Context: an optimization exercise on an open-source flow, tuned for small area, a short achievable clock period and few clock cycles per item. The choices shown serve that exercise and are no tape-out recipe. In this exercise RTL edits were held to simulation tests only and were not proved equivalent to the original. Power figures rest on the tool's default switching activity, not on a simulated workload.

==> flow/design.v (outline; a module is shown in full before it is edited, if it fits) <==
// module select_unit: 13 lines
// module weight_decode: 8 lines
// module add_unit: 10 lines
// module CLP: 7228 lines
// module tnn_conv: 30 lines
module tnn_conv(
    input               clk,
    input               rst_n,
    input               in_valid,
    output              in_ready,
    input  [1599:0]     feature_in,      
    input  [99:0]       weight_in,       
    input  [31:0]       scaler_in,
    input  [31:0]       bias_in,
    output              out_valid,
    output [31:0]       feature_out
    );
  // ...
==> flow/flow/run.sh <==
#!/bin/bash
set -euo pipefail
export BUFFER_PORTS_ARGS="-buffer_cell sky130_fd_sc_hd__buf_1"
export SETUP_SLACK_MARGIN=5.3
bash standard.sh > standard_flow.log 2>&1
==> flow/standard.sh <==
#!/bin/bash
# synth_recipe.tcl (not shown) runs the flow's synth.tcl, then flattens the netlist and writes it again
# the make line also repeats each setting of config.mk as NAME=value (left out here)
make -C /OpenROAD-flow-scripts/flow DESIGN_CONFIG=/design/flow/config.mk WORK_HOME=/design/flow/orfs CLKGATE_MAP_FILE= SYNTH_SCRIPT=/design/flow/synth_recipe.tcl "${@:-finish}"
==> flow/config.mk <==
export PLATFORM = sky130hd
export DESIGN_NAME = tnn_conv
export DESIGN_NICKNAME = tnn_conv
export VERILOG_FILES = /design/flow/design.v
export SDC_FILE = /design/flow/constraint.sdc
export NUM_CORES = 4
export LEC_CHECK = 0
export ABC_CLOCK_PERIOD_IN_PS = 3300
export CAP_MARGIN = 20
export CORE_AREA = 4 4 506 506
export CTS_CLUSTER_DIAMETER = 70
export CTS_CLUSTER_SIZE = 20
export DIE_AREA = 0 0 510 510
export SLEW_MARGIN = 20
export SYNTH_HIERARCHICAL = 1
export SYNTH_MINIMUM_KEEP_SIZE = 0
==> flow/constraint.sdc <==
create_clock -name core_clock -period 8.5 [get_ports {clk}]
set_input_delay 1.7000 -clock core_clock [delete_from_list [all_inputs] [get_ports {clk}]]
set_output_delay 1.7000 -clock core_clock [all_outputs]
set_load 0.01 [all_outputs]
==> summary.md, run 1 <==
| Metric | Value |
|---|---|
| Status | `finished with violations` |
| Layout Check Fail Reasons | `antenna violations` |
| Worst-path clk slew | `0.09 ns` |
| Post-synthesis simple-gate area fraction | `between 3 and 4%` |
| Post-Place Setup Slack | `3.75 ns` |
| Dominant cells by area after synthesis | `fa_1 39%, dfxtp_1 27%, mux2i_1 16%, xnor2_1 5.1%, a22oi_1 3.4%` |
| GPL Wtd Cong | `between 1 and 1.5` |
| Sequential fraction of the synthesis area | `between 20% and 30%` |
| Data required time of the critical path | `9.19 ns` |
| Setup violators final | `0` |
| Site Rows | `184` |
| CP cell instances | `clkbuf_4 > nand2_1 > mux2i_1 > fa_1 > fa_1` |
| DRC errors left | `0` |
| GR peak layer | `met2` |
| P_clk | `between 6 and 7 mW` |
| Nonclk buf count | `1898` |
| Io pins | `1801` |
| ANT nets after route | `1` |
| Hold Crit Class | `reg2reg` |
| Final instance area | `116000 sq um` |
| Synth unique cells | `62` |
| Largest power group | `combinational logic` |
| Worst vdd ir | `234 uV` |
| Nonclk inv count | `30` |
| Worst path depth | `5` |
| Post-DP Area | `roughly 110000 sq um` |
| WL met2 | `279000 um` |
| Filler Cell Count | `23140` |
| Hold Path Depth | `0` |
| Overflow after GRT | `0` |
| CP Class | `in2reg` |
| Nets@finish | `12827` |
| Crit-path leading delay family | `adder cells` |
| Multi-input gates | `between 5000 and 6000` |
| Setup TNS | `0 ns` |
| N_diodes | `between 150 and 200` |
Testbench counts, summed over its fixed seeds: cycles 6,624, items 6,400.
==> run 2: changes to the inputs <==
==> flow/flow/run.sh (replaced) <==
#!/bin/bash
# The standard layout (standard synthesis included), with these changes:
#  - port buffers made from the smallest buffer cell (buf_1) instead of the
#    delay-buffer cell buffer_ports picks by default;
#  - more antenna-repair iterations after global and detailed routing.
set -euo pipefail
export BUFFER_PORTS_ARGS="-buffer_cell sky130_fd_sc_hd__buf_1"
export SETUP_SLACK_MARGIN=5.3
export MAX_REPAIR_ANTENNAS_ITER_GRT=10
export MAX_REPAIR_ANTENNAS_ITER_DRT=15
bash standard.sh > standard_flow.log 2>&1
==> summary.md, run 2 <==
| Metric | Value |
|---|---|
| Status | `no timing/DRC/antenna violations` |
| Top cell type's share of synthesized area | `38.6%` |
| Leak pwr | `48.4 nW` |
| Setup violators final | `0 (unchanged)` |
| Final worst setup slack | `5.15 ns` |
| Max cap viols | `0` |
| WL/cell | `52.9 um` |
| Net Switching | `around 24 mW` |
| Count leader, synth | `fa_1` |
| PwrDens | `419 nW/um^2` |
| Clk sinks | `approximately 1400` |
| Dominant cells by area after synthesis | `fa_1 39%, dfxtp_1 27%, mux2i_1 16%, xnor2_1 5.1%, a22oi_1 3.4%` |
| Post-synth top cells | `1906 x fa_1, 1600 x mux2i_1, 1352 x dfxtp_1` |
| Die Height | `approximately 510 um` |
| Ys async rst share | `less than 1%` |
| Largest net degree at the start of global routing | `35` |
| Hold Crit Class | `reg2reg` |
| Data required time of the critical path | `9.19 ns (about the same)` |
| Most common cell after layout, fill and taps aside | `fa_1` |
| Port Buffers | `1799` |
| Post-synthesis mux area share | `16.2%` |
| Post-Syn Nets | `roughly 11000` |
| Fin. Hold Viols | `0` |
| Mean post-synth cell area | `13.3 sq um` |
| Worst-path clk slew | `0.09 ns (about the same)` |
| Switch share | `48.4%` |
| Worst vdd ir | `234 uV (about the same)` |
| Initial antenna violation count | `246` |
| Initial DRC Count | `roughly 12000` |
| Vias in the first global route | `approximately 80000` |
| Worst skew pair latency | `0.85 ns` |
| DR vias | `78948` |
| Root buf cell | `clkbuf_16` |
| Clock network power share | `around an eighth` |
| Core area | `251000 sq um` |
| TritonCTS Buffers | `121` |
| CP Capture Type | `register` |
| Flops & latches, synth | `1359` |
| Gr usage total | `50.5%` |
| ANT nets after route | `0 (-1)` |
| Most frequent cells in the layout | `1853 x fa_1, 1702 x buf_1, 1493 x mux2i_1, 1289 x dfxtp_1, 574 x xnor2_1` |
| Vias per cell | `around 6.2` |
| Compound-cell area share of the yosys netlist | `under 10%` |
| Biggest area consumer among synthesized cells | `fa_1` |
| Synth warn | `8` |
| DRT Wirelength | `669000 um` |
| Starting Density | `39.4%` |
| Post-Place Setup Slack | `3.75 ns (unchanged)` |
| Crit path launch type | `primary input` |
| Worst Max-Slew Pin Slew | `roughly 1.3 ns` |
| Post-synth EDFFs | `0` |
| Crit path largest cell delay | `0.57 ns` |
| Main combinational cell family by area after synthesis | `adder cells` |
| H-tree depth | `3` |
| Setup TNS | `0 ns (unchanged)` |
| Final instance area | `116000 sq um (about the same)` |
| CTS tree | `built` |
| Fraction of layout cells with a size suffix above 1 | `a little under a tenth` |
| Maximum buffer depth of the clock tree | `3` |
| Mapped Cells | `7455` |
| Sequential fraction of the synthesis area | `27.5% (unchanged)` |
| Reg power frac | `26.7%` |
| Nets@finish | `12827 (unchanged)` |
| Mapped Area | `99000 sq um` |
| Die area | `260000 sq um` |
| Pins Over Slew Limit | `0` |
| Rel. slew slack | `13.5%` |
| Hpwl dp | `568000 um` |
| DRC errors left | `0 (unchanged)` |
| Layout Skew | `approximately 0.05 ns` |
| Overflow after GRT | `0 (unchanged)` |
| Synth unique cells | `62 (unchanged)` |
| Synth-to-Final Area Change | `17.2%` |
| CP Class | `in2reg` |
| Pint | `25.0 mW` |
| Crit path max fanout | `9` |
| GPL Wtd Cong | `1.13 (unchanged)` |
| Period utilisation layout | `39.4%` |
| Adder-Cell Fraction of Synth Area | `roughly two fifths` |
| Die X | `roughly 510 um` |
| PnR Total Power | `approximately 49 mW` |
| Period minus WS final | `between 3 and 4 ns` |
| F_max | `299 MHz` |
| DRT Pass-1 Iters | `9` |
| Gate power share | `about three fifths` |
| Xor/xnor share of the synthesized area | `5.76%` |
| Primary FF master, synth | `dfxtp_1` |
| Post-synthesis simple-gate area fraction | `3.38% (unchanged)` |
| Top flop regs | `CLP0.acc_q x32, CLP0.res_q x32` |
| Hold buffer count at cts | `0` |
| Site Rows | `184 (unchanged)` |
| Io pins | `1801 (unchanged)` |
| Worst EP arrival | `about 4 ns` |
| RSZ-0062 raised after global routing | `true` |
| First-pass GRT wire length | `between 800000 and 900000 um` |
| Hold Worst Slack | `0.337 ns` |
| CP max stage cell | `fa_1` |
| Critical Path Most Common Cell | `fa_1` |
| Post-DP Area | `109000 sq um (unchanged)` |
| CP cell instances | `clkbuf_4 > nand2_1 > mux2i_1 > fa_1 > fa_1` |
[run 2: per-stage QoR]
step	utilization, %	cells
after floorplan	-	7455
after global placement	43.4	12237
after detailed placement	43.4	12237
after CTS	45.8	12463
after global routing	46.1	12564
final	46.2	12645
[run 2: path summary, 6_finish.rpt]
kind	startpoint	endpoint	slack (ns)	depth (start not counted)
max reg2reg	CLP0.acc_q[21]$_DFF_P_	CLP0.m5_39_4$_DFF_P_	5.28	5
max in group asynchronous	rst_n	valid_pipe[5]$_DFF_PN0_	7.46	1
max	weight_in[38]	CLP0.a1_1_15$_DFF_P_	5.15	5
min reg2reg	CLP0.a2_1_0$_DFF_P_	CLP0.a3_1_0$_DFF_P_	0.34	0
min	CLP0.a2_1_0$_DFF_P_	CLP0.a3_1_0$_DFF_P_	0.34	0
min in group asynchronous	rst_n	valid_pipe[0]$_DFF_PN0_	0.75	1
[run 2: modules after synthesis, one instance, submodules excluded, a selection]
module         cells  times used  flops+latches
weight_decode      2         200              0
tnn_conv           9           1              7
add_unit           1        1904              0
CLP             3342           1           1352
[run 2: metal layers]
metal	routed length, um	share of wire, %	GRT usage (%)
met5	805	0.12	0
met3	90500	14	22.9
met1	242000	36	61.1
met2	279000	42	71.5
met4	57300	8.6	34.8
[run 2: cells by family after synthesis]
family          count (synthesis)
flops                        1359
fa+ha+maj                    2037
xor+xnor                      651
simple gates                  651
compound gates                673
buf+inv                       483
other cells                     1
mux                          1600
[run 2: power by group through the flow]
stage / sequential (mW) / clock, mW / combinational (mW)
6_report: 13.0 / 6.21 / 29.4
5_1_grt: 13.0 / 6.43 / 31.8
4_1_cts: 12.8 / 6.21 / 28.8
3_5_place_dp: 12.9 / 0 / 28.4
3_3_place_gp: 12.9 / 0 / 28.0
2_1_floorplan: 10.9 / 0 / 17.3
[run 2: critical path, delay by kind of cell]
family                   cells  cell delay (ns)
adder cells (fa/ha/maj)      2             1.07
AND/OR/NAND/NOR              1             0.39
multiplexers                 1             0.36
buffers and inverters        1             0.48
[run 2: cell type report]
class,instances,area [sq um]
Clock buffer,130,3140
Timing Repair Buffer,1898,8050
Fill cell,23141,135000
Multi-Input combinational cell,5613,71500
Sequential cell,1359,27400
Clock inverter,96,1180
Antenna cell,171,428
Inverter,30,113
Tap cell,3348,4190
[run 2: what timing repair did]
| action | CTS | global route |
|---|---|---|
| pin swaps | 2 | 11 |
| setup buffers | 0 | 10 |
| resized for setup | 407 | 143 |
| endpoints found under the hold margin | 0 | 0 |
| setup endpoints to repair | 671 | 254 |
==> run 3: changes to the inputs <==
--- a/flow/flow/run.sh
+++ b/flow/flow/run.sh
@@ -7,3 +7,3 @@
 export BUFFER_PORTS_ARGS="-buffer_cell sky130_fd_sc_hd__buf_1"
-export SETUP_SLACK_MARGIN=5.3
+export SETUP_SLACK_MARGIN=5.2
 export MAX_REPAIR_ANTENNAS_ITER_GRT=10
==> summary.md, run 3 <==
| Metric | Value |
|---|---|
| Post-DP Area | `109000 sq um (-0.31%)` |
| Sequential fraction of the synthesis area | `27.5% (unchanged)` |
| PwrDens | `417 nW/um^2 (-0.42%)` |
| Fin. Hold Viols | `0 (unchanged)` |
| Die X | `510 um (unchanged)` |
| Core area | `251000 sq um (unchanged)` |
| Worst vdd ir | `257 uV (+9.8%)` |
| DRT Pass-1 Iters | `12 (+3)` |
| Hold Crit Class | `reg2reg` |
| Gr usage total | `49.1% (-1.4 points)` |
| Die Height | `510 um (unchanged)` |
| Worst EP arrival | `4.15 ns (+0.11 ns)` |
| Reg power frac | `26.7% (about the same)` |
| Cells after DPL | `12227 (-0.082%)` |
| Count leader, synth | `fa_1` |
| Layout Skew | `0.0585 ns (+0.00821 ns)` |
| Fraction of layout cells with a size suffix above 1 | `7.66% (-1.6 points)` |
| Vias per cell | `6.07 (-2.7%)` |
| Initial antenna violation count | `247 (+0.41%)` |
| Port Buffers | `1799 (unchanged)` |
| Vias in the first global route | `78991 (-1.4%)` |
| Primary FF master, synth | `dfxtp_1` |
| Switch share | `48.0% (-0.44 points)` |
| Crit path largest cell delay | `0.63 ns (+0.06 ns)` |
| Flops & latches, synth | `1359 (unchanged)` |
| Mapped Area | `99000 sq um (unchanged)` |
| Worst Max-Slew Pin Slew | `1.29 ns (-0.00809 ns)` |
| Largest net degree at the start of global routing | `35 (unchanged)` |
| PnR Total Power | `47.8 mW (-1.7%)` |
| Data required time of the critical path | `9.19 ns (about the same)` |
| CP max stage cell | `mux2i_2` |
| Pint | `24.8 mW (-0.84%)` |
| Maximum buffer depth of the clock tree | `3 (unchanged)` |
| Die area | `260000 sq um (unchanged)` |
| Hpwl dp | `550000 um (-3.2%)` |
| Pins Over Slew Limit | `0 (unchanged)` |
| Setup violators final | `0 (unchanged)` |
| Initial DRC Count | `10377 (-13%)` |
| Synth warn | `8 (unchanged)` |
| Final instance area | `114000 sq um (-1.3%)` |
| Overflow after GRT | `0 (unchanged)` |
| Nets@finish | `12799 (-0.22%)` |
| DR vias | `76927 (-2.6%)` |
| Root buf cell | `clkbuf_16` |
| WL/cell | `51.5 um (-2.6%)` |
| TritonCTS Buffers | `114 (-5.8%)` |
| RSZ-0062 raised after global routing | `true` |
| Crit path max fanout | `9 (unchanged)` |
| DRC errors left | `0 (unchanged)` |
| Critical Path Most Common Cell | `fa_1` |
| Worst-path clk slew | `0.08 ns (about the same)` |
| DRT Wirelength | `653000 um (-2.5%)` |
| Period minus WS final | `3.47 ns (+0.118 ns)` |
| Clock network power share | `12.4% (-0.4 points)` |
| Post-synth EDFFs | `0 (unchanged)` |
| Top flop regs | `CLP0.acc_q x32, CLP0.res_q x32` |
| Setup TNS | `0 ns (unchanged)` |
| F_max | `289 MHz (-3.4%)` |
| GPL Wtd Cong | `1.14 (+0.56%)` |
| Synth unique cells | `62 (unchanged)` |
| ANT nets after route | `0 (unchanged)` |
| CP Class | `in2reg` |
| Synth-to-Final Area Change | `15.7%` |
| Biggest area consumer among synthesized cells | `fa_1` |
| Worst skew pair latency | `0.84 ns (about the same)` |
| CP Capture Type | `register` |
| Non-Filler Instances | `12663 (+0.14%)` |
| Io pins | `1801 (unchanged)` |
| Period utilisation layout | `40.8% (+1.4 points)` |
| Dominant cells by area after synthesis | `fa_1 39%, dfxtp_1 27%, mux2i_1 16%, xnor2_1 5.1%, a22oi_1 3.4%` |
| Mapped Cells | `7455 (unchanged)` |
| Most common cell after layout, fill and taps aside | `fa_1` |
| CTS tree | `built` |
| Ys async rst share | `0.515% (unchanged)` |
| Postcts setup bufs | `0 (unchanged)` |
| CP cell instances | `clkbuf_4 > nand2b_1 > mux2i_2 > fa_1 > fa_1` |
| Crit path launch type | `primary input` |
| Site Rows | `184 (unchanged)` |
| First-pass GRT wire length | `814000 um (-2.7%)` |
| Post-synth top cells | `1906 x fa_1, 1600 x mux2i_1, 1352 x dfxtp_1` |
| Max cap viols | `0 (unchanged)` |
| Post-Syn Nets | `11259 (unchanged)` |
| Hold Worst Slack | `0.342 ns (+0.00578 ns)` |
| Mean post-synth cell area | `13.3 sq um (unchanged)` |
| Net Switching | `22.9 mW (-2.6%)` |
| H-tree depth | `3 (unchanged)` |
| Hold buffer count at cts | `0 (unchanged)` |
| Leak pwr | `47.8 nW (-1.3%)` |
| Gate power share | `60.8% (+0.3 points)` |
| Most frequent cells in the layout | `1821 x fa_1, 1715 x buf_1, 1544 x mux2i_1, 1291 x dfxtp_1, 574 x xnor2_1` |
| Clk sinks | `1359 (unchanged)` |
| Top cell type's share of synthesized area | `38.6% (unchanged)` |
| Starting Density | `39.4% (unchanged)` |
| Rel. slew slack | `14.1% (+0.54 points)` |
| Status | `no timing/DRC/antenna violations` |
## run 3: cell count changes in the layout (fill, tap and decap cells not counted), sizes merged
cell / previous run / this run
clkinv: 38 / 25
bufinv: 1 / 4
clkbuf: 212 / 192
clkdlybuf4s15: 0 / 2
clkinvlp: 8 / 6
buf: 1816 / 1808
diode: 171 / 229
inv: 79 / 77
## run 3: area by class of cell
class	count	area [sq um]
inverter	30	113
timing repair buffer	1877	7710
antenna	229	573
clock buffer	125	2980
clock inverter	82	1070
fill	23437	137000
tap	3348	4190
sequential	1359	27300
multi-input combinational	5613	70500
## run 3: worst max-delay path, delay by kind of cell
family	cells	cell delay, ns
fa+ha+maj	2	1.00
mux	1	0.63
buf+inv	1	0.41
simple gates	1	0.38
## run 3: metal layers
metal,track usage [%],share of wire (%)
met5,2.34,0.28
met4,33.1,8.3
met3,28.6,16
met2,68.2,41
met1,56.6,35
## run 3: worst paths after layout
path	startpoint	to	slack, ns	cells past startpoint
worst max-delay path	weight_in[60]	CLP0.a1_15_21$_DFF_P_	5.03	5
worst min-delay path	CLP0.a2_0_0$_DFF_P_	CLP0.a3_0_0$_DFF_P_	0.34	0
worst max register to register	CLP0.acc_q[9]$_DFF_P_	CLP0.m5_25_4$_DFF_P_	5.03	5
worst min register to register	CLP0.a2_0_0$_DFF_P_	CLP0.a3_0_0$_DFF_P_	0.34	0
max in group asynchronous	rst_n	valid_pipe[4]$_DFF_PN0_	7.48	1
min in group asynchronous	rst_n	valid_pipe[2]$_DFF_PN0_	0.76	1
## run 3: power by group through the flow
stage / logic (mW) / registers [mW] / clock network [mW]
3_3_place_gp: 27.7 / 12.7 / 0
6_report: 29.0 / 12.8 / 5.94
2_1_floorplan: 17.3 / 10.9 / 0
3_5_place_dp: 28.1 / 12.7 / 0
4_1_cts: 28.3 / 12.6 / 5.95
5_1_grt: 31.5 / 12.8 / 6.17
## run 3: kinds of logic (layout without fill, tap and decap cells)
kind of cell	Yosys count	count (layout)	share of synthesized area, %
other	1	230	0.00379
adder cells (fa/ha/maj)	2037	2037	40.2
AND/OR/NAND/NOR	651	651	3.38
flip-flops	1359	1359	27.5
XOR/XNOR	651	651	5.76
AO/OA/AOI/OAI	673	673	4.83
multiplexers	1600	1600	16.2
buffers and inverters	483	2114	2.10
## run 3: what timing repair did
item / in CTS / in global routing
endpoints found under the hold margin: 0 / 0
setup endpoints to repair: 581 / 206
pin swaps: 1 / 15
resized for setup: 233 / 142
## run 3: per-module statistics from Yosys, one instance, submodules excluded, a selection
module,cells inside,area (sq um),times used
tnn_conv,9,186,1
CLP,3342,41600,1
add_unit,1,20.0,1904
weight_decode,2,10.0,200
## run 3: metrics by stage
stage          utilization (%)  setup slack (ns)
2_1_floorplan                -              5.17
3_3_place_gp              43.3              3.60
3_5_place_dp              43.3              3.61
4_1_cts                   45.2              5.10
5_1_grt                   45.5              5.10
6_report                  45.6              5.03
==> run 4: changes to the inputs <==
--- a/flow/flow/run.sh
+++ b/flow/flow/run.sh
@@ -7,3 +7,3 @@
 export BUFFER_PORTS_ARGS="-buffer_cell sky130_fd_sc_hd__buf_1"
-export SETUP_SLACK_MARGIN=5.2
+export SETUP_SLACK_MARGIN=5.3
 export MAX_REPAIR_ANTENNAS_ITER_GRT=10
--- a/flow/config.mk
+++ b/flow/config.mk
@@ -10,4 +10,4 @@
 export CORE_AREA = 4 4 506 506
-export CTS_CLUSTER_DIAMETER = 70
-export CTS_CLUSTER_SIZE = 20
+export CTS_CLUSTER_DIAMETER = 80
+export CTS_CLUSTER_SIZE = 25
 export DIE_AREA = 0 0 510 510
==> summary.md, run 4 <==
| Metric | Value |
|---|---|
| Hold Worst Slack | `0.339 ns (-0.00291 ns)` |
| Non-Filler Instances | `12584 (-0.62%)` |
| CTS tree | `built` |
| Pins Over Slew Limit | `0 (unchanged)` |
| Die Height | `510 um (unchanged)` |
| Site Rows | `184 (unchanged)` |
| Synth warn | `8 (unchanged)` |
| Critical Path Most Common Cell | `fa_1` |
| CP cell instances | `buf_2 > nand2b_2 > mux2i_1 > fa_1 > fa_1` |
| Die area | `260000 sq um (unchanged)` |
| TritonCTS Buffers | `101 (-11%)` |
| Post-synth EDFFs | `0 (unchanged)` |
| R2R Setup Slk | `5.26 ns (+0.23 ns)` |
| Top flop regs | `CLP0.acc_q x32, CLP0.res_q x32` |
| Leak pwr | `48.2 nW (+0.87%)` |
| Flops & latches, synth | `1359 (unchanged)` |
| ANT nets after route | `0 (unchanged)` |
| Overflow after GRT | `0 (unchanged)` |
| Nets@finish | `12809 (+0.078%)` |
| Worst skew pair latency | `0.84 ns (about the same)` |
| Crit path max fanout | `9 (unchanged)` |
| CP Class | `in2reg` |
| RSZ-0062 raised after global routing | `true` |
| Root buf cell | `clkbuf_16` |
| Sequential fraction of the synthesis area | `27.5% (unchanged)` |
| Hold buffer count at cts | `0 (unchanged)` |
| PwrDens | `416 nW/um^2 (-0.22%)` |
| Worst EP arrival | `4.08 ns (-0.07 ns)` |
| Worst Setup EP | `CLP0.a1_10_22$_DFF_P_` |
| Count leader, synth | `fa_1` |
| Max cap viols | `0 (unchanged)` |
| Worst Max-Slew Pin Slew | `1.25 ns (-0.0369 ns)` |
| Vias per cell | `6.16 (+1.3%)` |
| Filler Cell Count | `23154 (-1.2%)` |
| Synth-to-Final Area Change | `16.8%` |
| CP max stage cell | `fa_1` |
| DRT Wirelength | `668000 um (+2.4%)` |
| First-pass GRT wire length | `836000 um (+2.7%)` |
| Period utilisation layout | `39.8% (-1.0 points)` |
| Post-DP Area | `109000 sq um (+0.32%)` |
| Initial DRC Count | `11313 (+9.0%)` |
| Worst vdd ir | `232 uV (-9.7%)` |
| Worst-path clk slew | `0.09 ns (about the same)` |
| Gr usage total | `50.4% (+1.3 points)` |
| F_max | `296 MHz (+2.5%)` |
| H-tree depth | `3 (unchanged)` |
| Layout Skew | `0.0364 ns (-0.0220 ns)` |
| Reg-to-reg endpoint | `CLP0.m5_25_4$_DFF_P_` |
| DR vias | `77474 (+0.71%)` |
| Period minus WS final | `3.38 ns (-0.0854 ns)` |
| Most common cell after layout, fill and taps aside | `fa_1` |
| Clk sinks | `1359 (unchanged)` |
| Worst-case reg-to-reg path depth | `5 (unchanged)` |
| DRC errors left | `0 (unchanged)` |
| Fin. Hold Viols | `0 (unchanged)` |
| Mapped Cells | `7455 (unchanged)` |
| Crit path largest cell delay | `0.83 ns (+0.20 ns)` |
| Die X | `510 um (unchanged)` |
| Largest net degree at the start of global routing | `35 (unchanged)` |
| Biggest area consumer among synthesized cells | `fa_1` |
| Starting Density | `39.4% (unchanged)` |
| Cells after DPL | `12237 (+0.082%)` |
| Io pins | `1801 (unchanged)` |
| Setup TNS | `0 ns (unchanged)` |
| Synth unique cells | `62 (unchanged)` |
| Reg2reg start | `CLP0.bt[4]$_DFF_P_` |
| Maximum buffer depth of the clock tree | `3 (unchanged)` |
| Crit path launch type | `primary input` |
| Port Buffers | `1799 (unchanged)` |
| GPL Wtd Cong | `1.13 (-0.56%)` |
| CP startpoint | `weight_in[79]` |
| Core area | `251000 sq um (unchanged)` |
| Fraction of layout cells with a size suffix above 1 | `9.11% (+1.4 points)` |
| Status | `no timing/DRC/antenna violations` |
| Rel. slew slack | `16.5% (+2.5 points)` |
| Setup violators final | `0 (unchanged)` |
| Data required time of the critical path | `9.20 ns (about the same)` |
| Post-Syn Nets | `11259 (unchanged)` |
| Top cell type's share of synthesized area | `38.6% (unchanged)` |
| Dominant cells by area after synthesis | `fa_1 39%, dfxtp_1 27%, mux2i_1 16%, xnor2_1 5.1%, a22oi_1 3.4%` |
| Initial antenna violation count | `239 (-3.2%)` |
| Final instance area | `116000 sq um (+0.96%)` |
| Hpwl dp | `568000 um (+3.4%)` |
| CP Capture Type | `register` |
| WL/cell | `53.1 um (+3.0%)` |
| Most frequent cells in the layout | `1853 x fa_1, 1703 x buf_1, 1486 x mux2i_1, 1289 x dfxtp_1, 573 x xnor2_1` |
| Post-synth top cells | `1906 x fa_1, 1600 x mux2i_1, 1352 x dfxtp_1` |
| PnR Total Power | `48.1 mW (+0.74%)` |
| DRT Pass-1 Iters | `8 (-4)` |
| Mean post-synth cell area | `13.3 sq um (unchanged)` |
| Primary FF master, synth | `dfxtp_1` |
| Ys async rst share | `0.515% (unchanged)` |
| Hold Crit Class | `reg2reg` |
| Vias in the first global route | `79905 (+1.2%)` |
| Mapped Area | `99000 sq um (unchanged)` |
[run 4: Yosys stat by module, one instance, submodules excluded, a selection]
module         copies in the design  flops+latches
add_unit                       1904              0
weight_decode                   200              0
tnn_conv                          1              7
CLP                               1           1352
[run 4: stage by stage]
stage,utilization (%),worst slack [ns]
floorplan,-,5.17
global placement,43.4,3.76
detailed placement,43.4,3.75
CTS,45.6,5.19
global route,46.0,5.22
finish,46.0,5.12
[run 4: cell type report]
cell class | count | area, sq um | share of cell area, %
multi-input cells | 5613 | 71500 | 61.9
well taps | 3348 | 4190 | 3.62
inverters | 30 | 113 | 0.0974
clock buffers | 108 | 2620 | 2.26
repair buffers | 1900 | 8120 | 7.02
clock inverters | 80 | 1260 | 1.09
flip-flops and latches | 1359 | 27400 | 23.7
diodes | 146 | 365 | 0.316
[run 4: routing by layer]
metal | track usage, % | share of wire [%] | routed length (um) | vias up
met5 | 0 | 0.099 | 664 | -
met4 | 35.1 | 8.6 | 57500 | 86
met3 | 23.3 | 13 | 89900 | 1663
met2 | 71.2 | 42 | 278000 | 6417
met1 | 60.9 | 36 | 242000 | 40924
li1 | - | - | - | 28384
[run 4: kinds of logic after synthesis]
group | synth area share, %
adder cells (fa/ha/maj) | 40.2
multiplexers | 16.2
flip-flops | 27.5
AO/OA/AOI/OAI | 4.83
XOR/XNOR | 5.76
AND/OR/NAND/NOR | 3.38
buffers and inverters | 2.10
other | 0.00379
[run 4: power by group]
part	leakage, nW	internal (mW)	total (mW)	switching, mW
registers	11.4	9.74	13.0	3.22
clock network	1.86	2.62	5.85	3.23
logic	34.9	12.4	29.3	16.9
total	48.2	24.7	48.1	23.4
[run 4: what timing repair did]
item | CTS | global route
endpoints found under the hold margin | 0 | 0
gates cloned | 0 | 1
buffers inserted | 0 | 11
setup endpoints to repair | 681 | 246
resized for setup | 419 | 158
pin swaps | 3 | 11
[run 4: worst min-delay path by stage]
| stage | endpoint | start | cells after the start | slack, ns |
|---|---|---|---|---|
| floorplan | CLP0.a3_0_0$_DFF_P_ | CLP0.a2_0_0$_DFF_P_ | 0 | 0.31 |
| global route | CLP0.a3_0_1$_DFF_P_ | CLP0.a2_0_1$_DFF_P_ | 0 | 0.35 |
| detailed placement | CLP0.a3_0_1$_DFF_P_ | CLP0.a2_0_1$_DFF_P_ | 0 | 0.32 |
| global placement | CLP0.a3_0_1$_DFF_P_ | CLP0.a2_0_1$_DFF_P_ | 0 | 0.31 |
| finish | CLP0.a3_1_0$_DFF_P_ | CLP0.a2_1_0$_DFF_P_ | 0 | 0.34 |
| CTS | CLP0.a3_1_0$_DFF_P_ | CLP0.a2_1_0$_DFF_P_ | 0 | 0.34 |
[run 4: worst max-delay path: cells and delay by family]
kind / cells / cell delay (ns)
buffers and inverters: 1 / 0.40
AND/OR/NAND/NOR: 1 / 0.41
multiplexers: 1 / 0.16
adder cells (fa/ha/maj): 2 / 1.36
==> run 5: changes to the inputs <==
--- a/flow/flow/run.sh
+++ b/flow/flow/run.sh
@@ -4,2 +4,4 @@
 #    delay-buffer cell buffer_ports picks by default;
+#  - the feature input pins placed in groups by bit index (bit i of all 50
+#    features side by side), so each column of the adder tree is local;
 #  - more antenna-repair iterations after global and detailed routing.
@@ -7,2 +9,3 @@
 export BUFFER_PORTS_ARGS="-buffer_cell sky130_fd_sc_hd__buf_1"
+export PRE_IO_PLACEMENT_TCL="$PWD/flow/pins.tcl"
 export SETUP_SLACK_MARGIN=5.3
==> flow/flow/pins.tcl (new file) <==
# Feature input pins grouped by bit index (bit i of all 50 features side by
# side, in feature order), the bit groups in ring order around the die, so
# each column of the carry-save tree sits next to its neighbours.
set_io_pin_constraint -group -order -region bottom:12.0-65.4 -pin_names {feature_in[0] feature_in[32] feature_in[64] feature_in[96] feature_in[128] feature_in[160] feature_in[192] feature_in[224] feature_in[256] feature_in[288] feature_in[320] feature_in[352] feature_in[384] feature_in[416] feature_in[448] feature_in[480] feature_in[512] feature_in[544] feature_in[576] feature_in[608] feature_in[640] feature_in[672] feature_in[704] feature_in[736] feature_in[768] feature_in[800] feature_in[832] feature_in[864] feature_in[896] feature_in[928] feature_in[960] feature_in[992] feature_in[1024] feature_in[1056] feature_in[1088] feature_in[1120] feature_in[1152] feature_in[1184] feature_in[1216] feature_in[1248] feature_in[1280] feature_in[1312] feature_in[1344] feature_in[1376] feature_in[1408] feature_in[1440] feature_in[1472] feature_in[1504] feature_in[1536] feature_in[1568]}
set_io_pin_constraint -group -order -region bottom:65.4-118.8 -pin_names {feature_in[1] feature_in[33] feature_in[65] feature_in[97] feature_in[129] feature_in[161] feature_in[193] feature_in[225] feature_in[257] feature_in[289] feature_in[321] feature_in[353] feature_in[385] feature_in[417] feature_in[449] feature_in[481] feature_in[513] feature_in[545] feature_in[577] feature_in[609] feature_in[641] feature_in[673] feature_in[705] feature_in[737] feature_in[769] feature_in[801] feature_in[833] feature_in[865] feature_in[897] feature_in[929] feature_in[961] feature_in[993] feature_in[1025] feature_in[1057] feature_in[1089] feature_in[1121] feature_in[1153] feature_in[1185] feature_in[1217] feature_in[1249] feature_in[1281] feature_in[1313] feature_in[1345] feature_in[1377] feature_in[1409] feature_in[1441] feature_in[1473] feature_in[1505] feature_in[1537] feature_in[1569]}
set_io_pin_constraint -group -order -region bottom:118.8-172.2 -pin_names {feature_in[2] feature_in[34] feature_in[66] feature_in[98] feature_in[130] feature_in[162] feature_in[194] feature_in[226] feature_in[258] feature_in[290] feature_in[322] feature_in[354] feature_in[386] feature_in[418] feature_in[450] feature_in[482] feature_in[514] feature_in[546] feature_in[578] feature_in[610] feature_in[642] feature_in[674] feature_in[706] feature_in[738] feature_in[770] feature_in[802] feature_in[834] feature_in[866] feature_in[898] feature_in[930] feature_in[962] feature_in[994] feature_in[1026] feature_in[1058] feature_in[1090] feature_in[1122] feature_in[1154] feature_in[1186] feature_in[1218] feature_in[1250] feature_in[1282] feature_in[1314] feature_in[1346] feature_in[1378] feature_in[1410] feature_in[1442] feature_in[1474] feature_in[1506] feature_in[1538] feature_in[1570]}
set_io_pin_constraint -group -order -region bottom:172.2-225.6 -pin_names {feature_in[3] feature_in[35] feature_in[67] feature_in[99] feature_in[131] feature_in[163] feature_in[195] feature_in[227] feature_in[259] feature_in[291] feature_in[323] feature_in[355] feature_in[387] feature_in[419] feature_in[451] feature_in[483] feature_in[515] feature_in[547] feature_in[579] feature_in[611] feature_in[643] feature_in[675] feature_in[707] feature_in[739] feature_in[771] feature_in[803] feature_in[835] feature_in[867] feature_in[899] feature_in[931] feature_in[963] feature_in[995] feature_in[1027] feature_in[1059] feature_in[1091] feature_in[1123] feature_in[1155] feature_in[1187] feature_in[1219] feature_in[1251] feature_in[1283] feature_in[1315] feature_in[1347] feature_in[1379] feature_in[1411] feature_in[1443] feature_in[1475] feature_in[1507] feature_in[1539] feature_in[1571]}
set_io_pin_constraint -group -order -region bottom:225.6-279.0 -pin_names {feature_in[4] feature_in[36] feature_in[68] feature_in[100] feature_in[132] feature_in[164] feature_in[196] feature_in[228] feature_in[260] feature_in[292] feature_in[324] feature_in[356] feature_in[388] feature_in[420] feature_in[452] feature_in[484] feature_in[516] feature_in[548] feature_in[580] feature_in[612] feature_in[644] feature_in[676] feature_in[708] feature_in[740] feature_in[772] feature_in[804] feature_in[836] feature_in[868] feature_in[900] feature_in[932] feature_in[964] feature_in[996] feature_in[1028] feature_in[1060] feature_in[1092] feature_in[1124] feature_in[1156] feature_in[1188] feature_in[1220] feature_in[1252] feature_in[1284] feature_in[1316] feature_in[1348] feature_in[1380] feature_in[1412] feature_in[1444] feature_in[1476] feature_in[1508] feature_in[1540] feature_in[1572]}
set_io_pin_constraint -group -order -region bottom:279.0-332.4 -pin_names {feature_in[5] feature_in[37] feature_in[69] feature_in[101] feature_in[133] feature_in[165] feature_in[197] feature_in[229] feature_in[261] feature_in[293] feature_in[325] feature_in[357] feature_in[389] feature_in[421] feature_in[453] feature_in[485] feature_in[517] feature_in[549] feature_in[581] feature_in[613] feature_in[645] feature_in[677] feature_in[709] feature_in[741] feature_in[773] feature_in[805] feature_in[837] feature_in[869] feature_in[901] feature_in[933] feature_in[965] feature_in[997] feature_in[1029] feature_in[1061] feature_in[1093] feature_in[1125] feature_in[1157] feature_in[1189] feature_in[1221] feature_in[1253] feature_in[1285] feature_in[1317] feature_in[1349] feature_in[1381] feature_in[1413] feature_in[1445] feature_in[1477] feature_in[1509] feature_in[1541] feature_in[1573]}
set_io_pin_constraint -group -order -region bottom:332.4-385.8 -pin_names {feature_in[6] feature_in[38] feature_in[70] feature_in[102] feature_in[134] feature_in[166] feature_in[198] feature_in[230] feature_in[262] feature_in[294] feature_in[326] feature_in[358] feature_in[390] feature_in[422] feature_in[454] feature_in[486] feature_in[518] feature_in[550] feature_in[582] feature_in[614] feature_in[646] feature_in[678] feature_in[710] feature_in[742] feature_in[774] feature_in[806] feature_in[838] feature_in[870] feature_in[902] feature_in[934] feature_in[966] feature_in[998] feature_in[1030] feature_in[1062] feature_in[1094] feature_in[1126] feature_in[1158] feature_in[1190] feature_in[1222] feature_in[1254] feature_in[1286] feature_in[1318] feature_in[1350] feature_in[1382] feature_in[1414] feature_in[1446] feature_in[1478] feature_in[1510] feature_in[1542] feature_in[1574]}
set_io_pin_constraint -group -order -region bottom:385.8-439.2 -pin_names {feature_in[7] feature_in[39] feature_in[71] feature_in[103] feature_in[135] feature_in[167] feature_in[199] feature_in[231] feature_in[263] feature_in[295] feature_in[327] feature_in[359] feature_in[391] feature_in[423] feature_in[455] feature_in[487] feature_in[519] feature_in[551] feature_in[583] feature_in[615] feature_in[647] feature_in[679] feature_in[711] feature_in[743] feature_in[775] feature_in[807] feature_in[839] feature_in[871] feature_in[903] feature_in[935] feature_in[967] feature_in[999] feature_in[1031] feature_in[1063] feature_in[1095] feature_in[1127] feature_in[1159] feature_in[1191] feature_in[1223] feature_in[1255] feature_in[1287] feature_in[1319] feature_in[1351] feature_in[1383] feature_in[1415] feature_in[1447] feature_in[1479] feature_in[1511] feature_in[1543] feature_in[1575]}
set_io_pin_constraint -group -order -region bottom:439.2-492.6 -pin_names {feature_in[8] feature_in[40] feature_in[72] feature_in[104] feature_in[136] feature_in[168] feature_in[200] feature_in[232] feature_in[264] feature_in[296] feature_in[328] feature_in[360] feature_in[392] feature_in[424] feature_in[456] feature_in[488] feature_in[520] feature_in[552] feature_in[584] feature_in[616] feature_in[648] feature_in[680] feature_in[712] feature_in[744] feature_in[776] feature_in[808] feature_in[840] feature_in[872] feature_in[904] feature_in[936] feature_in[968] feature_in[1000] feature_in[1032] feature_in[1064] feature_in[1096] feature_in[1128] feature_in[1160] feature_in[1192] feature_in[1224] feature_in[1256] feature_in[1288] feature_in[1320] feature_in[1352] feature_in[1384] feature_in[1416] feature_in[1448] feature_in[1480] feature_in[1512] feature_in[1544] feature_in[1576]}
set_io_pin_constraint -group -order -region bottom:492.6-546.0 -pin_names {feature_in[9] feature_in[41] feature_in[73] feature_in[105] feature_in[137] feature_in[169] feature_in[201] feature_in[233] feature_in[265] feature_in[297] feature_in[329] feature_in[361] feature_in[393] feature_in[425] feature_in[457] feature_in[489] feature_in[521] feature_in[553] feature_in[585] feature_in[617] feature_in[649] feature_in[681] feature_in[713] feature_in[745] feature_in[777] feature_in[809] feature_in[841] feature_in[873] feature_in[905] feature_in[937] feature_in[969] feature_in[1001] feature_in[1033] feature_in[1065] feature_in[1097] feature_in[1129] feature_in[1161] feature_in[1193] feature_in[1225] feature_in[1257] feature_in[1289] feature_in[1321] feature_in[1353] feature_in[1385] feature_in[1417] feature_in[1449] feature_in[1481] feature_in[1513] feature_in[1545] feature_in[1577]}
set_io_pin_constraint -group -order -region right:12.0-80.5 -pin_names {feature_in[10] feature_in[42] feature_in[74] feature_in[106] feature_in[138] feature_in[170] feature_in[202] feature_in[234] feature_in[266] feature_in[298] feature_in[330] feature_in[362] feature_in[394] feature_in[426] feature_in[458] feature_in[490] feature_in[522] feature_in[554] feature_in[586] feature_in[618] feature_in[650] feature_in[682] feature_in[714] feature_in[746] feature_in[778] feature_in[810] feature_in[842] feature_in[874] feature_in[906] feature_in[938] feature_in[970] feature_in[1002] feature_in[1034] feature_in[1066] feature_in[1098] feature_in[1130] feature_in[1162] feature_in[1194] feature_in[1226] feature_in[1258] feature_in[1290] feature_in[1322] feature_in[1354] feature_in[1386] feature_in[1418] feature_in[1450] feature_in[1482] feature_in[1514] feature_in[1546] feature_in[1578]}
set_io_pin_constraint -group -order -region right:80.5-149.0 -pin_names {feature_in[11] feature_in[43] feature_in[75] feature_in[107] feature_in[139] feature_in[171] feature_in[203] feature_in[235] feature_in[267] feature_in[299] feature_in[331] feature_in[363] feature_in[395] feature_in[427] feature_in[459] feature_in[491] feature_in[523] feature_in[555] feature_in[587] feature_in[619] feature_in[651] feature_in[683] feature_in[715] feature_in[747] feature_in[779] feature_in[811] feature_in[843] feature_in[875] feature_in[907] feature_in[939] feature_in[971] feature_in[1003] feature_in[1035] feature_in[1067] feature_in[1099] feature_in[1131] feature_in[1163] feature_in[1195] feature_in[1227] feature_in[1259] feature_in[1291] feature_in[1323] feature_in[1355] feature_in[1387] feature_in[1419] feature_in[1451] feature_in[1483] feature_in[1515] feature_in[1547] feature_in[1579]}
set_io_pin_constraint -group -order -region right:149.0-217.5 -pin_names {feature_in[12] feature_in[44] feature_in[76] feature_in[108] feature_in[140] feature_in[172] feature_in[204] feature_in[236] feature_in[268] feature_in[300] feature_in[332] feature_in[364] feature_in[396] feature_in[428] feature_in[460] feature_in[492] feature_in[524] feature_in[556] feature_in[588] feature_in[620] feature_in[652] feature_in[684] feature_in[716] feature_in[748] feature_in[780] feature_in[812] feature_in[844] feature_in[876] feature_in[908] feature_in[940] feature_in[972] feature_in[1004] feature_in[1036] feature_in[1068] feature_in[1100] feature_in[1132] feature_in[1164] feature_in[1196] feature_in[1228] feature_in[1260] feature_in[1292] feature_in[1324] feature_in[1356] feature_in[1388] feature_in[1420] feature_in[1452] feature_in[1484] feature_in[1516] feature_in[1548] feature_in[1580]}
set_io_pin_constraint -group -order -region right:217.5-286.0 -pin_names {feature_in[13] feature_in[45] feature_in[77] feature_in[109] feature_in[141] feature_in[173] feature_in[205] feature_in[237] feature_in[269] feature_in[301] feature_in[333] feature_in[365] feature_in[397] feature_in[429] feature_in[461] feature_in[493] feature_in[525] feature_in[557] feature_in[589] feature_in[621] feature_in[653] feature_in[685] feature_in[717] feature_in[749] feature_in[781] feature_in[813] feature_in[845] feature_in[877] feature_in[909] feature_in[941] feature_in[973] feature_in[1005] feature_in[1037] feature_in[1069] feature_in[1101] feature_in[1133] feature_in[1165] feature_in[1197] feature_in[1229] feature_in[1261] feature_in[1293] feature_in[1325] feature_in[1357] feature_in[1389] feature_in[1421] feature_in[1453] feature_in[1485] feature_in[1517] feature_in[1549] feature_in[1581]}
set_io_pin_constraint -group -order -region right:286.0-354.5 -pin_names {feature_in[14] feature_in[46] feature_in[78] feature_in[110] feature_in[142] feature_in[174] feature_in[206] feature_in[238] feature_in[270] feature_in[302] feature_in[334] feature_in[366] feature_in[398] feature_in[430] feature_in[462] feature_in[494] feature_in[526] feature_in[558] feature_in[590] feature_in[622] feature_in[654] feature_in[686] feature_in[718] feature_in[750] feature_in[782] feature_in[814] feature_in[846] feature_in[878] feature_in[910] feature_in[942] feature_in[974] feature_in[1006] feature_in[1038] feature_in[1070] feature_in[1102] feature_in[1134] feature_in[1166] feature_in[1198] feature_in[1230] feature_in[1262] feature_in[1294] feature_in[1326] feature_in[1358] feature_in[1390] feature_in[1422] feature_in[1454] feature_in[1486] feature_in[1518] feature_in[1550] feature_in[1582]}
set_io_pin_constraint -group -order -region right:354.5-423.0 -pin_names {feature_in[15] feature_in[47] feature_in[79] feature_in[111] feature_in[143] feature_in[175] feature_in[207] feature_in[239] feature_in[271] feature_in[303] feature_in[335] feature_in[367] feature_in[399] feature_in[431] feature_in[463] feature_in[495] feature_in[527] feature_in[559] feature_in[591] feature_in[623] feature_in[655] feature_in[687] feature_in[719] feature_in[751] feature_in[783] feature_in[815] feature_in[847] feature_in[879] feature_in[911] feature_in[943] feature_in[975] feature_in[1007] feature_in[1039] feature_in[1071] feature_in[1103] feature_in[1135] feature_in[1167] feature_in[1199] feature_in[1231] feature_in[1263] feature_in[1295] feature_in[1327] feature_in[1359] feature_in[1391] feature_in[1423] feature_in[1455] feature_in[1487] feature_in[1519] feature_in[1551] feature_in[1583]}
set_io_pin_constraint -group -order -region top:534.6-588.0 -pin_names {feature_in[16] feature_in[48] feature_in[80] feature_in[112] feature_in[144] feature_in[176] feature_in[208] feature_in[240] feature_in[272] feature_in[304] feature_in[336] feature_in[368] feature_in[400] feature_in[432] feature_in[464] feature_in[496] feature_in[528] feature_in[560] feature_in[592] feature_in[624] feature_in[656] feature_in[688] feature_in[720] feature_in[752] feature_in[784] feature_in[816] feature_in[848] feature_in[880] feature_in[912] feature_in[944] feature_in[976] feature_in[1008] feature_in[1040] feature_in[1072] feature_in[1104] feature_in[1136] feature_in[1168] feature_in[1200] feature_in[1232] feature_in[1264] feature_in[1296] feature_in[1328] feature_in[1360] feature_in[1392] feature_in[1424] feature_in[1456] feature_in[1488] feature_in[1520] feature_in[1552] feature_in[1584]}
set_io_pin_constraint -group -order -region top:481.2-534.6 -pin_names {feature_in[17] feature_in[49] feature_in[81] feature_in[113] feature_in[145] feature_in[177] feature_in[209] feature_in[241] feature_in[273] feature_in[305] feature_in[337] feature_in[369] feature_in[401] feature_in[433] feature_in[465] feature_in[497] feature_in[529] feature_in[561] feature_in[593] feature_in[625] feature_in[657] feature_in[689] feature_in[721] feature_in[753] feature_in[785] feature_in[817] feature_in[849] feature_in[881] feature_in[913] feature_in[945] feature_in[977] feature_in[1009] feature_in[1041] feature_in[1073] feature_in[1105] feature_in[1137] feature_in[1169] feature_in[1201] feature_in[1233] feature_in[1265] feature_in[1297] feature_in[1329] feature_in[1361] feature_in[1393] feature_in[1425] feature_in[1457] feature_in[1489] feature_in[1521] feature_in[1553] feature_in[1585]}
set_io_pin_constraint -group -order -region top:427.8-481.2 -pin_names {feature_in[18] feature_in[50] feature_in[82] feature_in[114] feature_in[146] feature_in[178] feature_in[210] feature_in[242] feature_in[274] feature_in[306] feature_in[338] feature_in[370] feature_in[402] feature_in[434] feature_in[466] feature_in[498] feature_in[530] feature_in[562] feature_in[594] feature_in[626] feature_in[658] feature_in[690] feature_in[722] feature_in[754] feature_in[786] feature_in[818] feature_in[850] feature_in[882] feature_in[914] feature_in[946] feature_in[978] feature_in[1010] feature_in[1042] feature_in[1074] feature_in[1106] feature_in[1138] feature_in[1170] feature_in[1202] feature_in[1234] feature_in[1266] feature_in[1298] feature_in[1330] feature_in[1362] feature_in[1394] feature_in[1426] feature_in[1458] feature_in[1490] feature_in[1522] feature_in[1554] feature_in[1586]}
set_io_pin_constraint -group -order -region top:374.4-427.8 -pin_names {feature_in[19] feature_in[51] feature_in[83] feature_in[115] feature_in[147] feature_in[179] feature_in[211] feature_in[243] feature_in[275] feature_in[307] feature_in[339] feature_in[371] feature_in[403] feature_in[435] feature_in[467] feature_in[499] feature_in[531] feature_in[563] feature_in[595] feature_in[627] feature_in[659] feature_in[691] feature_in[723] feature_in[755] feature_in[787] feature_in[819] feature_in[851] feature_in[883] feature_in[915] feature_in[947] feature_in[979] feature_in[1011] feature_in[1043] feature_in[1075] feature_in[1107] feature_in[1139] feature_in[1171] feature_in[1203] feature_in[1235] feature_in[1267] feature_in[1299] feature_in[1331] feature_in[1363] feature_in[1395] feature_in[1427] feature_in[1459] feature_in[1491] feature_in[1523] feature_in[1555] feature_in[1587]}
set_io_pin_constraint -group -order -region top:321.0-374.4 -pin_names {feature_in[20] feature_in[52] feature_in[84] feature_in[116] feature_in[148] feature_in[180] feature_in[212] feature_in[244] feature_in[276] feature_in[308] feature_in[340] feature_in[372] feature_in[404] feature_in[436] feature_in[468] feature_in[500] feature_in[532] feature_in[564] feature_in[596] feature_in[628] feature_in[660] feature_in[692] feature_in[724] feature_in[756] feature_in[788] feature_in[820] feature_in[852] feature_in[884] feature_in[916] feature_in[948] feature_in[980] feature_in[1012] feature_in[1044] feature_in[1076] feature_in[1108] feature_in[1140] feature_in[1172] feature_in[1204] feature_in[1236] feature_in[1268] feature_in[1300] feature_in[1332] feature_in[1364] feature_in[1396] feature_in[1428] feature_in[1460] feature_in[1492] feature_in[1524] feature_in[1556] feature_in[1588]}
set_io_pin_constraint -group -order -region top:267.6-321.0 -pin_names {feature_in[21] feature_in[53] feature_in[85] feature_in[117] feature_in[149] feature_in[181] feature_in[213] feature_in[245] feature_in[277] feature_in[309] feature_in[341] feature_in[373] feature_in[405] feature_in[437] feature_in[469] feature_in[501] feature_in[533] feature_in[565] feature_in[597] feature_in[629] feature_in[661] feature_in[693] feature_in[725] feature_in[757] feature_in[789] feature_in[821] feature_in[853] feature_in[885] feature_in[917] feature_in[949] feature_in[981] feature_in[1013] feature_in[1045] feature_in[1077] feature_in[1109] feature_in[1141] feature_in[1173] feature_in[1205] feature_in[1237] feature_in[1269] feature_in[1301] feature_in[1333] feature_in[1365] feature_in[1397] feature_in[1429] feature_in[1461] feature_in[1493] feature_in[1525] feature_in[1557] feature_in[1589]}
set_io_pin_constraint -group -order -region top:214.2-267.6 -pin_names {feature_in[22] feature_in[54] feature_in[86] feature_in[118] feature_in[150] feature_in[182] feature_in[214] feature_in[246] feature_in[278] feature_in[310] feature_in[342] feature_in[374] feature_in[406] feature_in[438] feature_in[470] feature_in[502] feature_in[534] feature_in[566] feature_in[598] feature_in[630] feature_in[662] feature_in[694] feature_in[726] feature_in[758] feature_in[790] feature_in[822] feature_in[854] feature_in[886] feature_in[918] feature_in[950] feature_in[982] feature_in[1014] feature_in[1046] feature_in[1078] feature_in[1110] feature_in[1142] feature_in[1174] feature_in[1206] feature_in[1238] feature_in[1270] feature_in[1302] feature_in[1334] feature_in[1366] feature_in[1398] feature_in[1430] feature_in[1462] feature_in[1494] feature_in[1526] feature_in[1558] feature_in[1590]}
set_io_pin_constraint -group -order -region top:160.8-214.2 -pin_names {feature_in[23] feature_in[55] feature_in[87] feature_in[119] feature_in[151] feature_in[183] feature_in[215] feature_in[247] feature_in[279] feature_in[311] feature_in[343] feature_in[375] feature_in[407] feature_in[439] feature_in[471] feature_in[503] feature_in[535] feature_in[567] feature_in[599] feature_in[631] feature_in[663] feature_in[695] feature_in[727] feature_in[759] feature_in[791] feature_in[823] feature_in[855] feature_in[887] feature_in[919] feature_in[951] feature_in[983] feature_in[1015] feature_in[1047] feature_in[1079] feature_in[1111] feature_in[1143] feature_in[1175] feature_in[1207] feature_in[1239] feature_in[1271] feature_in[1303] feature_in[1335] feature_in[1367] feature_in[1399] feature_in[1431] feature_in[1463] feature_in[1495] feature_in[1527] feature_in[1559] feature_in[1591]}
set_io_pin_constraint -group -order -region top:107.4-160.8 -pin_names {feature_in[24] feature_in[56] feature_in[88] feature_in[120] feature_in[152] feature_in[184] feature_in[216] feature_in[248] feature_in[280] feature_in[312] feature_in[344] feature_in[376] feature_in[408] feature_in[440] feature_in[472] feature_in[504] feature_in[536] feature_in[568] feature_in[600] feature_in[632] feature_in[664] feature_in[696] feature_in[728] feature_in[760] feature_in[792] feature_in[824] feature_in[856] feature_in[888] feature_in[920] feature_in[952] feature_in[984] feature_in[1016] feature_in[1048] feature_in[1080] feature_in[1112] feature_in[1144] feature_in[1176] feature_in[1208] feature_in[1240] feature_in[1272] feature_in[1304] feature_in[1336] feature_in[1368] feature_in[1400] feature_in[1432] feature_in[1464] feature_in[1496] feature_in[1528] feature_in[1560] feature_in[1592]}
set_io_pin_constraint -group -order -region top:54.0-107.4 -pin_names {feature_in[25] feature_in[57] feature_in[89] feature_in[121] feature_in[153] feature_in[185] feature_in[217] feature_in[249] feature_in[281] feature_in[313] feature_in[345] feature_in[377] feature_in[409] feature_in[441] feature_in[473] feature_in[505] feature_in[537] feature_in[569] feature_in[601] feature_in[633] feature_in[665] feature_in[697] feature_in[729] feature_in[761] feature_in[793] feature_in[825] feature_in[857] feature_in[889] feature_in[921] feature_in[953] feature_in[985] feature_in[1017] feature_in[1049] feature_in[1081] feature_in[1113] feature_in[1145] feature_in[1177] feature_in[1209] feature_in[1241] feature_in[1273] feature_in[1305] feature_in[1337] feature_in[1369] feature_in[1401] feature_in[1433] feature_in[1465] feature_in[1497] feature_in[1529] feature_in[1561] feature_in[1593]}
set_io_pin_constraint -group -order -region left:519.5-588.0 -pin_names {feature_in[26] feature_in[58] feature_in[90] feature_in[122] feature_in[154] feature_in[186] feature_in[218] feature_in[250] feature_in[282] feature_in[314] feature_in[346] feature_in[378] feature_in[410] feature_in[442] feature_in[474] feature_in[506] feature_in[538] feature_in[570] feature_in[602] feature_in[634] feature_in[666] feature_in[698] feature_in[730] feature_in[762] feature_in[794] feature_in[826] feature_in[858] feature_in[890] feature_in[922] feature_in[954] feature_in[986] feature_in[1018] feature_in[1050] feature_in[1082] feature_in[1114] feature_in[1146] feature_in[1178] feature_in[1210] feature_in[1242] feature_in[1274] feature_in[1306] feature_in[1338] feature_in[1370] feature_in[1402] feature_in[1434] feature_in[1466] feature_in[1498] feature_in[1530] feature_in[1562] feature_in[1594]}
set_io_pin_constraint -group -order -region left:451.0-519.5 -pin_names {feature_in[27] feature_in[59] feature_in[91] feature_in[123] feature_in[155] feature_in[187] feature_in[219] feature_in[251] feature_in[283] feature_in[315] feature_in[347] feature_in[379] feature_in[411] feature_in[443] feature_in[475] feature_in[507] feature_in[539] feature_in[571] feature_in[603] feature_in[635] feature_in[667] feature_in[699] feature_in[731] feature_in[763] feature_in[795] feature_in[827] feature_in[859] feature_in[891] feature_in[923] feature_in[955] feature_in[987] feature_in[1019] feature_in[1051] feature_in[1083] feature_in[1115] feature_in[1147] feature_in[1179] feature_in[1211] feature_in[1243] feature_in[1275] feature_in[1307] feature_in[1339] feature_in[1371] feature_in[1403] feature_in[1435] feature_in[1467] feature_in[1499] feature_in[1531] feature_in[1563] feature_in[1595]}
set_io_pin_constraint -group -order -region left:382.5-451.0 -pin_names {feature_in[28] feature_in[60] feature_in[92] feature_in[124] feature_in[156] feature_in[188] feature_in[220] feature_in[252] feature_in[284] feature_in[316] feature_in[348] feature_in[380] feature_in[412] feature_in[444] feature_in[476] feature_in[508] feature_in[540] feature_in[572] feature_in[604] feature_in[636] feature_in[668] feature_in[700] feature_in[732] feature_in[764] feature_in[796] feature_in[828] feature_in[860] feature_in[892] feature_in[924] feature_in[956] feature_in[988] feature_in[1020] feature_in[1052] feature_in[1084] feature_in[1116] feature_in[1148] feature_in[1180] feature_in[1212] feature_in[1244] feature_in[1276] feature_in[1308] feature_in[1340] feature_in[1372] feature_in[1404] feature_in[1436] feature_in[1468] feature_in[1500] feature_in[1532] feature_in[1564] feature_in[1596]}
set_io_pin_constraint -group -order -region left:314.0-382.5 -pin_names {feature_in[29] feature_in[61] feature_in[93] feature_in[125] feature_in[157] feature_in[189] feature_in[221] feature_in[253] feature_in[285] feature_in[317] feature_in[349] feature_in[381] feature_in[413] feature_in[445] feature_in[477] feature_in[509] feature_in[541] feature_in[573] feature_in[605] feature_in[637] feature_in[669] feature_in[701] feature_in[733] feature_in[765] feature_in[797] feature_in[829] feature_in[861] feature_in[893] feature_in[925] feature_in[957] feature_in[989] feature_in[1021] feature_in[1053] feature_in[1085] feature_in[1117] feature_in[1149] feature_in[1181] feature_in[1213] feature_in[1245] feature_in[1277] feature_in[1309] feature_in[1341] feature_in[1373] feature_in[1405] feature_in[1437] feature_in[1469] feature_in[1501] feature_in[1533] feature_in[1565] feature_in[1597]}
set_io_pin_constraint -group -order -region left:245.5-314.0 -pin_names {feature_in[30] feature_in[62] feature_in[94] feature_in[126] feature_in[158] feature_in[190] feature_in[222] feature_in[254] feature_in[286] feature_in[318] feature_in[350] feature_in[382] feature_in[414] feature_in[446] feature_in[478] feature_in[510] feature_in[542] feature_in[574] feature_in[606] feature_in[638] feature_in[670] feature_in[702] feature_in[734] feature_in[766] feature_in[798] feature_in[830] feature_in[862] feature_in[894] feature_in[926] feature_in[958] feature_in[990] feature_in[1022] feature_in[1054] feature_in[1086] feature_in[1118] feature_in[1150] feature_in[1182] feature_in[1214] feature_in[1246] feature_in[1278] feature_in[1310] feature_in[1342] feature_in[1374] feature_in[1406] feature_in[1438] feature_in[1470] feature_in[1502] feature_in[1534] feature_in[1566] feature_in[1598]}
set_io_pin_constraint -group -order -region left:177.0-245.5 -pin_names {feature_in[31] feature_in[63] feature_in[95] feature_in[127] feature_in[159] feature_in[191] feature_in[223] feature_in[255] feature_in[287] feature_in[319] feature_in[351] feature_in[383] feature_in[415] feature_in[447] feature_in[479] feature_in[511] feature_in[543] feature_in[575] feature_in[607] feature_in[639] feature_in[671] feature_in[703] feature_in[735] feature_in[767] feature_in[799] feature_in[831] feature_in[863] feature_in[895] feature_in[927] feature_in[959] feature_in[991] feature_in[1023] feature_in[1055] feature_in[1087] feature_in[1119] feature_in[1151] feature_in[1183] feature_in[1215] feature_in[1247] feature_in[1279] feature_in[1311] feature_in[1343] feature_in[1375] feature_in[1407] feature_in[1439] feature_in[1471] feature_in[1503] feature_in[1535] feature_in[1567] feature_in[1599]}
--- a/flow/config.mk
+++ b/flow/config.mk
@@ -9,6 +9,6 @@
 export CAP_MARGIN = 20
-export CORE_AREA = 4 4 506 506
-export CTS_CLUSTER_DIAMETER = 80
-export CTS_CLUSTER_SIZE = 25
-export DIE_AREA = 0 0 510 510
+export CORE_AREA = 4 4 596 596
+export CTS_CLUSTER_DIAMETER = 70
+export CTS_CLUSTER_SIZE = 20
+export DIE_AREA = 0 0 600 600
 export SLEW_MARGIN = 20
==> summary.md, run 5 <==
| Metric | Value |
|---|---|
| Status | `no timing/DRC/antenna violations` |
| Post-synth EDFFs | `0 (unchanged)` |
| Most frequent cells in the layout | `1892 x fa_1, 1684 x buf_1, 1599 x mux2i_1, 1286 x dfxtp_1, 575 x xnor2_1` |
| CP Capture Type | `register` |
| Clk sinks | `1359 (unchanged)` |
| Biggest area consumer among synthesized cells | `fa_1` |
| Top cell type's share of synthesized area | `38.6% (unchanged)` |
| Pins Over Slew Limit | `0 (unchanged)` |
| Cells after DPL | `13512 (+10%)` |
| Synth unique cells | `62 (unchanged)` |
| Reg-to-reg endpoint | `CLP0.m5_35_6$_DFF_P_` |
| RSZ-0062 raised after global routing | `true` |
| Worst Max-Slew Pin Slew | `1.09 ns (-0.158 ns)` |
| Die Height | `600 um (+18%)` |
| Worst-path clk slew | `0.08 ns (about the same)` |
| Starting Density | `28.3% (-11 points)` |
| Die area | `360000 sq um (+38%)` |
| Initial DRC Count | `9969 (-12%)` |
| Synth-to-Final Area Change | `18.9%` |
| Root buf cell | `clkbuf_16` |
| Fraction of layout cells with a size suffix above 1 | `9.98% (+0.87 points)` |
| GR peak layer | `met2` |
| Core area | `349000 sq um (+39%)` |
| Nets@finish | `12852 (+0.34%)` |
| Period minus WS final | `3.40 ns (+0.0162 ns)` |
| Fin. Hold Viols | `0 (unchanged)` |
| Hpwl dp | `497000 um (-13%)` |
| Maximum buffer depth of the clock tree | `4 (+1)` |
| Max cap viols | `0 (unchanged)` |
| Primary FF master, synth | `dfxtp_1` |
| Post-synth top cells | `1906 x fa_1, 1600 x mux2i_1, 1352 x dfxtp_1` |
| Sequential fraction of the synthesis area | `27.5% (unchanged)` |
| Count leader, synth | `fa_1` |
| Crit path launch type | `primary input` |
| Layout Skew | `0.162 ns (+0.126 ns)` |
| GPL Wtd Cong | `1.03 (-8.8%)` |
| R2R Setup Slk | `5.30 ns (+0.04 ns)` |
| Hold_sp | `CLP0.a2_0_1$_DFF_P_` |
| Met2 GRT Util | `49.0% (-22 points)` |
| Site Rows | `217 (+18%)` |
| Gr usage total | `33.6% (-17 points)` |
| Largest net degree at the start of global routing | `35 (unchanged)` |
| CP Class | `in2reg` |
| Worst vdd ir | `295 uV (+27%)` |
| Most common cell after layout, fill and taps aside | `fa_1` |
| Mapped Cells | `7455 (unchanged)` |
| DRT Pass-1 Iters | `8 (unchanged)` |
| ANT nets after route | `0 (unchanged)` |
| Flops & latches, synth | `1359 (unchanged)` |
| Worst EP arrival | `4.07 ns (about the same)` |
| Ys async rst share | `0.515% (unchanged)` |
| Rel. slew slack | `26.5% (+10 points)` |
| Leak pwr | `49.6 nW (+3.0%)` |
| DRC errors left | `0 (unchanged)` |
| Reg2reg start | `CLP0.bo[6]$_DFF_P_` |
| Die X | `600 um (+18%)` |
| Mean post-synth cell area | `13.3 sq um (unchanged)` |
| CTS tree | `built` |
| PwrDens | `409 nW/um^2 (-1.8%)` |
| H-tree depth | `3 (unchanged)` |
| Vias in the first global route | `79402 (-0.63%)` |
| Final instance area | `118000 sq um (+1.8%)` |
| Setup TNS | `0 ns (unchanged)` |
| Worst-case reg-to-reg path depth | `5 (unchanged)` |
| End of the worst hold path | `CLP0.a3_0_1$_DFF_P_` |
| TritonCTS Buffers | `117 (+16%)` |
| Mapped Area | `99000 sq um (unchanged)` |
| Period utilisation layout | `40.0% (+0.19 points)` |
| Worst skew pair latency | `0.95 ns (+0.11 ns)` |
| Dominant cells by area after synthesis | `fa_1 39%, dfxtp_1 27%, mux2i_1 16%, xnor2_1 5.1%, a22oi_1 3.4%` |
| M1 GR Usage | `40.2% (-21 points)` |
| DR vias | `76026 (-1.9%)` |
| Non-Filler Instances | `13808 (+9.7%)` |
| Top flop regs | `CLP0.acc_q x32, CLP0.res_q x32` |
| Post-DP Area | `111000 sq um (+1.6%)` |
| First-pass GRT wire length | `785000 um (-6.2%)` |
| Initial antenna violation count | `113 (-53%)` |
| WL/cell | `44.7 um (-16%)` |
| Crit path max fanout | `9 (unchanged)` |
| Hold Path Depth | `0 (unchanged)` |
| Post-Syn Nets | `11259 (unchanged)` |
| Synth warn | `8 (unchanged)` |
| DRT Wirelength | `617000 um (-7.7%)` |
| Vias per cell | `5.51 (-11%)` |
| Met3 usage in global routing | `14.7% (-8.6 points)` |
| Port Buffers | `1799 (unchanged)` |
| Data required time of the critical path | `9.18 ns (-0.02 ns)` |
| Setup violators final | `0 (unchanged)` |
| Io pins | `1801 (unchanged)` |
| Overflow after GRT | `0 (unchanged)` |
| Hold Crit Class | `reg2reg` |
| Hold buffer count at cts | `0 (unchanged)` |
| F_max | `294 MHz (-0.48%)` |
==> run 5: cell counts after synthesis <==
No cell type changed its count.
==> run 5: cell type report <==
cell class	instances	area, sq um
clock inverters	73	1060
well taps	4599	5750
clock buffers	130	3100
flip-flops and latches	1359	27400
diodes	77	193
fillers	34992	231000
repair buffers	1927	8270
inverters	30	113
multi-input cells	5613	71900
==> run 5: worst max path at each step <==
| stage | start | endpoint | slack (ns) | cells past startpoint |
|---|---|---|---|---|
| detailed placement | weight_in[61] | CLP0.a1_13_21$_DFF_P_ | 3.53 | 5 |
| global placement | weight_in[70] | CLP0.a1_9_21$_DFF_P_ | 3.59 | 5 |
| floorplan | weight_in[82] | CLP0.a1_1_20$_DFF_P_ | 5.17 | 4 |
| CTS | weight_in[68] | CLP0.a1_1_17$_DFF_P_ | 5.16 | 5 |
| global route | weight_in[56] | CLP0.a1_24_21$_DFF_P_ | 5.18 | 6 |
| finish | weight_in[56] | CLP0.a1_2_21$_DFF_P_ | 5.10 | 6 |
==> run 5: per-layer routing <==
metal,vias up,part of all wire (%)
met2,6455,43
li1,28466,-
met1,39314,37
met3,1735,13
met4,56,7.8
met5,-,0.12
==> run 5: logic make-up (layout without fill, tap and decap cells) <==
family / count (synthesis) / after routing / share of synthesized area (%)
AO/OA/AOI/OAI: 673 / 673 / 4.83
XOR/XNOR: 651 / 651 / 5.76
adder cells (fa/ha/maj): 2037 / 2037 / 40.2
buffers and inverters: 483 / 2160 / 2.10
flip-flops: 1359 / 1359 / 27.5
multiplexers: 1600 / 1600 / 16.2
other: 1 / 78 / 0.00379
AND/OR/NAND/NOR: 651 / 651 / 3.38
==> run 5: where the power goes <==
| group | internal, mW | total [mW] | leakage, nW | switching (mW) |
|---|---|---|---|---|
| registers | 9.74 | 12.0 | 11.4 | 2.31 |
| logic | 12.6 | 30.0 | 36.2 | 17.4 |
| clock network | 3.02 | 6.09 | 2.03 | 3.07 |
==> run 5: per-stage QoR <==
stage                     utilization [%]  power, mW  hold slack (ns)  setup WS, ns
final                                33.7       48.1            0.336          5.10
after global routing                 33.7       51.6            0.337          5.18
after CTS                            33.3       47.6            0.336          5.16
after detailed placement             31.7       41.3            0.317          3.53
after global placement               31.7       41.0            0.313          3.59
after floorplan                         -       28.2            0.310          5.17
==> run 5: what timing repair did <==
item / 4_1_cts / 5_1_grt
pin swaps: 0 / 0
setup endpoints to repair: 741 / 390
gates cloned: 0 / 0
buffers inserted: 0 / 16
gates resized for setup: 459 / 227
==> run 5: modules after synthesis (local to each module, per instance), excerpt <==
module         flops+latches  area (sq um)  times used
tnn_conv                   7           186           1
weight_decode              0          10.0         200
add_unit                   0          20.0        1904
CLP                     1352         41600           1
==> run 5: critical path, stage by stage <==
cell	delay, ns
clkbuf_2	0.08
buf_4	0.41
nand2_2	0.44
mux2i_1	0.31
fa_1	0.50
fa_1	0.48

static timing again, ports no longer ideal:
In the flow no input, the clock included, has a driving cell. The finished layouts below were timed again as built, in two steps. Step 1 sets driving cells, clkbuf_16 on the clock port and buf_2 on the other inputs (assumed; they add their load-dependent delay and slew). Step 2 times the ports against the registers' clock, not the clock port: input delays grow and output delays shrink by t, the midpoint of the rising clock arrivals with the driver on. Three values: ideal, step 1, step 2; two values: the first two.
| run | t (ns) | slack for setup (ns) | worst register clock-pin slew, ns | pins driven straight from the clock port |
|---|---|---|---|---|
| run 1 | 0.940 | 5.152 / 5.090 / 4.150 | 0.09 / 0.09 | 1 |
| run 2 | 0.940 | 5.152 / 5.090 / 4.150 | 0.09 / 0.09 | 1 |
| run 3 | 0.921 | 5.035 / 4.998 / 4.076 | 0.09 / 0.09 | 1 |
| run 4 | 0.929 | 5.120 / 5.062 / 4.133 | 0.10 / 0.10 | 1 |
| run 5 | 0.979 | 5.104 / 5.176 / 4.198 | 0.10 / 0.10 | 1 |
